From an optimization exercise on the open Yosys and OpenROAD flow, aimed at small area, a short achievable clock period and few clock cycles; shortcuts taken in it are not production practice.
In this exercise RTL edits were held to simulation tests only and were not proved equivalent to the original.
No activity file was given, so power comes from the tool's default toggle rates.

==> inputs of run a <==
==> flow/design.v <==
`timescale 1ns / 1ps
module mul;
endmodule
`timescale 1ns / 1ps
module cuberoot(input [7:0] a_i, input [7:0] b_i, output [2:0] y);
wire n1;
wire n2;
wire n3;
wire n4;
wire n5;
wire n6;
wire n7;
wire n8;
wire n9;
wire n10;
wire n11;
wire n12;
wire n13;
wire n14;
wire n15;
wire n16;
wire n17;
wire n18;
wire n19;
wire n20;
wire n21;
wire n22;
wire n23;
wire n24;
wire n25;
wire n26;
wire n27;
wire n28;
wire n29;
wire n30;
wire n31;
wire n32;
wire n33;
wire n34;
wire n35;
wire n36;
wire n37;
wire n38;
wire n39;
wire n40;
wire n41;
wire n42;
wire n43;
wire n44;
wire n45;
wire n46;
wire n47;
wire n48;
wire n49;
wire n50;
wire n51;
wire n52;
wire n53;
wire n54;
wire n55;
wire n56;
wire n57;
wire n58;
wire n59;
wire n60;
wire n61;
wire n62;
wire n63;
wire n64;
wire n65;
wire n66;
wire n67;
wire n68;
wire n69;
wire n70;
wire n71;
wire n72;
wire n73;
wire n74;
wire n75;
wire n76;
wire n77;
wire n78;
wire n79;
wire n80;
wire n81;
wire n82;
wire n83;
wire n84;
wire n85;
assign n1 = ~b_i[6] & ~b_i[7];
assign n2 = ~a_i[3] & n1;
assign n3 = a_i[4] & ~n2;
assign n4 = a_i[3] & ~n1;
assign n5 = ~b_i[4] & ~b_i[5];
assign n6 = ~b_i[6] & n5;
assign n7 = b_i[6] & ~b_i[7];
assign n8 = ~n6 & ~n7;
assign n9 = a_i[2] & n8;
assign n10 = ~a_i[2] & ~n8;
assign n11 = ~n9 & ~n10;
assign n12 = ~b_i[2] & ~b_i[3];
assign n13 = ~b_i[4] & n12;
assign n14 = ~b_i[5] & b_i[6];
assign n15 = b_i[7] & ~n14;
assign n16 = n13 & ~n15;
assign n17 = ~b_i[5] & ~b_i[7];
assign n18 = ~b_i[6] & b_i[7];
assign n19 = ~n17 & ~n18;
assign n20 = ~n6 & ~n19;
assign n21 = ~n16 & ~n20;
assign n22 = ~a_i[1] & ~n21;
assign n23 = n11 & ~n22;
assign n24 = a_i[1] & n21;
assign n25 = n13 & ~n17;
assign n26 = ~b_i[4] & ~n6;
assign n27 = ~b_i[0] & ~b_i[1];
assign n28 = ~b_i[2] & n27;
assign n29 = ~b_i[3] & n28;
assign n30 = ~n26 & ~n29;
assign n31 = ~n25 & ~n30;
assign n32 = b_i[3] & ~n28;
assign n33 = b_i[5] & ~b_i[6];
assign n34 = ~n14 & ~n33;
assign n35 = ~n13 & n34;
assign n36 = ~n32 & n35;
assign n37 = ~n31 & ~n36;
assign n38 = ~n15 & ~n37;
assign n39 = b_i[6] & ~n29;
assign n40 = ~b_i[4] & ~n32;
assign n41 = ~n39 & n40;
assign n42 = b_i[5] & ~n41;
assign n43 = b_i[7] & ~n5;
assign n44 = ~n42 & n43;
assign n45 = ~n38 & ~n44;
assign n46 = a_i[0] & n45;
assign n47 = ~n24 & ~n46;
assign n48 = n23 & ~n47;
assign n49 = ~n9 & ~n48;
assign n50 = ~n4 & n49;
assign n51 = n3 & ~n50;
assign n52 = ~n11 & ~n24;
assign n53 = ~n48 & ~n52;
assign n54 = ~a_i[0] & ~n45;
assign n55 = ~n23 & n54;
assign n56 = n53 & ~n55;
assign n57 = ~n51 & ~n56;
assign n58 = ~a_i[4] & ~n4;
assign n59 = ~n3 & n49;
assign n60 = ~n58 & ~n59;
assign n61 = a_i[5] & a_i[6];
assign n62 = n60 & n61;
assign n63 = ~n57 & n62;
assign n64 = ~a_i[7] & ~n63;
assign n65 = ~a_i[5] & ~n60;
assign n66 = a_i[6] & a_i[7];
assign n67 = ~n65 & n66;
assign n68 = ~n64 & ~n67;
assign n69 = a_i[5] & n51;
assign n70 = ~a_i[6] & ~a_i[7];
assign y[2] = ~(~n69 & n70);
assign n71 = ~n11 & ~n22;
assign n72 = ~n54 & n71;
assign n73 = ~n53 & ~n72;
assign n74 = n60 & ~n73;
assign n75 = ~a_i[4] & ~a_i[5];
assign n76 = n2 & n75;
assign n77 = n49 & n76;
assign n78 = ~n74 & ~n77;
assign n79 = ~n11 & n22;
assign n80 = n54 & n79;
assign n81 = ~n78 & ~n80;
assign n82 = ~a_i[5] & ~n51;
assign n83 = ~n81 & n82;
assign n84 = ~y[2] & ~n83;
assign y[0] = ~(~n68 & ~n84);
assign n85 = ~y[2] & ~n77;
assign y[1] = ~(~n67 & ~n85);
endmodule
`timescale 1ns / 1ps
module root;
endmodule
`timescale 1ns / 1ps
module lab2(
    input clk_i,
    input rst_i,
    input [7:0] a_i,
    input [7:0] b_i,
    input start_i,
    output wire busy_o,
    output wire [3:0] y_bo
);
wire [2:0] y_next;
reg  [2:0] y;
cuberoot cuberoot_inst (.a_i(a_i), .b_i(b_i), .y(y_next));
assign busy_o = 1'b0;
assign y_bo = {1'b0, y};
always @(posedge clk_i)
    if (start_i && !rst_i)
        y <= y_next;
endmodule
==> flow/flow/run.sh <==
#!/bin/bash
# The standard layout, with two changes: synthesis maps the logic with ABC's
# area-oriented &nf mapper (flow/abc.script) instead of ORFS's script, and the
# port buffers are plain buf_1 cells. Everything else, the registers included,
# is the standard synthesis and flow.
set -euo pipefail
work=$PWD
cat > $work/flow_synth.tcl <<EOT
proc abc {args} {
  set i [lsearch -exact \$args -script]
  if {\$i >= 0} { set args [lreplace \$args \$i [expr {\$i + 1}] -script $work/flow/abc.script] }
  yosys abc {*}\$args
}
source $work/synth_recipe.tcl
EOT
bash standard.sh SYNTH_SCRIPT=$work/flow_synth.tcl \
  "BUFFER_PORTS_ARGS=-buffer_cell sky130_fd_sc_hd__buf_1" \
  "CTS_ARGS=-repair_clock_nets -dont_use_dummy_load -buf_list sky130_fd_sc_hd__clkbuf_2" finish > $work/flow.log 2>&1
==> flow/flow/abc.script <==
&get -n
&dch
&nf -R 1000
&put
topo
upsize
dnsize
==> flow/standard.sh <==
#!/bin/bash
# synth_recipe.tcl (not shown) runs the flow's synth.tcl, then flattens the netlist and writes it again
# the make line also repeats each setting of config.mk as NAME=value (left out here)
make -C /OpenROAD-flow-scripts/flow DESIGN_CONFIG=/design/flow/config.mk WORK_HOME=/design/flow/orfs CLKGATE_MAP_FILE= SYNTH_SCRIPT=/design/flow/synth_recipe.tcl "${@:-finish}"
==> flow/config.mk <==
export PLATFORM = sky130hd
export DESIGN_NAME = lab2
export DESIGN_NICKNAME = lab2
export VERILOG_FILES = /design/flow/design.v
export SDC_FILE = /design/flow/constraint.sdc
export NUM_CORES = 4
export LEC_CHECK = 0
export CAP_MARGIN = 20
export CORE_AREA = 2 2 60 60
export DIE_AREA = 0 0 62 62
export SETUP_SLACK_MARGIN = 1.5
export SLEW_MARGIN = 20
==> flow/constraint.sdc <==
create_clock -name core_clock -period 5.0 [get_ports {clk_i}]
set_input_delay 1.0000 -clock core_clock [delete_from_list [all_inputs] [get_ports {clk_i}]]
set_output_delay 1.0000 -clock core_clock [all_outputs]
set_load 0.01 [all_outputs]
==> inputs of run b, as changes to run a <==
--- a/flow/flow/run.sh
+++ b/flow/flow/run.sh
@@ -14,5 +14,4 @@
 source $work/synth_recipe.tcl
 EOT
 bash standard.sh SYNTH_SCRIPT=$work/flow_synth.tcl \
-  "BUFFER_PORTS_ARGS=-buffer_cell sky130_fd_sc_hd__buf_1" \
-  "CTS_ARGS=-repair_clock_nets -dont_use_dummy_load -buf_list sky130_fd_sc_hd__clkbuf_2" finish > $work/flow.log 2>&1
+  "BUFFER_PORTS_ARGS=-buffer_cell sky130_fd_sc_hd__buf_1" finish > $work/flow.log 2>&1
CTS_CLUSTER_DIAMETER = 200   (was default)
CTS_CLUSTER_SIZE = 30   (was default)
==> inputs of run c, as changes to run a <==
--- a/flow/flow/run.sh
+++ b/flow/flow/run.sh
@@ -14,5 +14,4 @@
 source $work/synth_recipe.tcl
 EOT
 bash standard.sh SYNTH_SCRIPT=$work/flow_synth.tcl \
-  "BUFFER_PORTS_ARGS=-buffer_cell sky130_fd_sc_hd__buf_1" \
-  "CTS_ARGS=-repair_clock_nets -dont_use_dummy_load -buf_list sky130_fd_sc_hd__clkbuf_2" finish > $work/flow.log 2>&1
+  "BUFFER_PORTS_ARGS=-buffer_cell sky130_fd_sc_hd__buf_1" finish > $work/flow.log 2>&1
==> flow/flow/abc.script (replaced) <==
&get -n
&dch
&nf -R 1000
&put
SETUP_SLACK_MARGIN = 3.0   (was 1.5)
==> qor summary <==
metric	run b	run a	run c
Status	finished clean	finished clean	finished clean
Share of the core filled with cells	17.4%	17.1%	18.6%
GPL Wtd Cong	0.720	0.720	0.794
Pre-CTS setup slack	1810 ps	1810 ps	1800 ps
Number of global-route vias before repair	426	422	411
Worst setup slack after layout	2070 ps	2040 ps	2070 ps
Met2 track demand over resource	9.38%	9.23%	9.08%
Netlist area before placement	420 um2	420 um2	403 um2
Share of final layout cell area taken by non-clock buffers	13.8%	14.1%	16.8%
Critical-path top delay cell	or4_1	or4_1	or4_4
Portion of synthesized cell area occupied by the leading cell type	21.4%	21.4%	22.4%
Met1 track demand over resource in global routing	7.05%	7.05%	7.67%
Uppermost routed layer	met4	met4	met3
Data required time at the worst endpoint	4980 ps	4950 ps	4980 ps
Buffers, non-clock	21	21	23
Final net count	104	104	106
Area growth from synthesis to layout	36.0%	33.3%	51.2%
Share of total power in combinational logic	36.4%	42.1%	39.1%
Final total power	0.000115 W	0.0000991 W	0.000121 W
Compound-Gate Fraction of Synth Area	34.8%	34.8%	35.4%
Count of buffering cells on the critical path with inverters included	1	1	3
Design area	572 um2	561 um2	609 um2
P_seq	0.0000307 W	0.0000307 W	0.0000306 W
Area share of fa/ha/maj cells after synthesis	5.95%	5.95%	6.21%
Mean instance size in the synthesized netlist	7.25 um2	7.25 um2	6.95 um2
Testbench counts of run a, summed over its fixed seeds: cycles 3,200.
Testbench counts of run b, summed over its fixed seeds: cycles 3,200.
Testbench counts of run c, summed over its fixed seeds: cycles 3,200.

-- afterwards: timing with drivers on the ports --
The flow's constraints put no driver on any port. The routed layouts listed below were extracted and timed again, unchanged, in two steps.
Step 1 assumes that a clkbuf_16 drives the clock port and a buf_2 every other input.
Step 2 also shifts input and output timing later by t, the mid clock arrival at the registers, as if the neighbouring blocks saw the same clock.
a / b / c = ideal ports / drivers / drivers and shift; a / b = the first two.
run | t (ns) | slack for setup (ns) | slew at the worst register clock pin (ns)
run a | 0.210 | 2.043 / 2.039 / 1.829 | 0.04 / 0.04
run b | 0.246 | 2.070 / 2.066 / 1.819 | 0.04 / 0.04
run c | 0.249 | 2.071 / 2.055 / 1.806 | 0.04 / 0.04
After both steps setup and hold are still met in every run listed. For run c, which loses most, drivers alone change the setup slack by -0.016 ns; drivers and shift together by -0.265 ns.
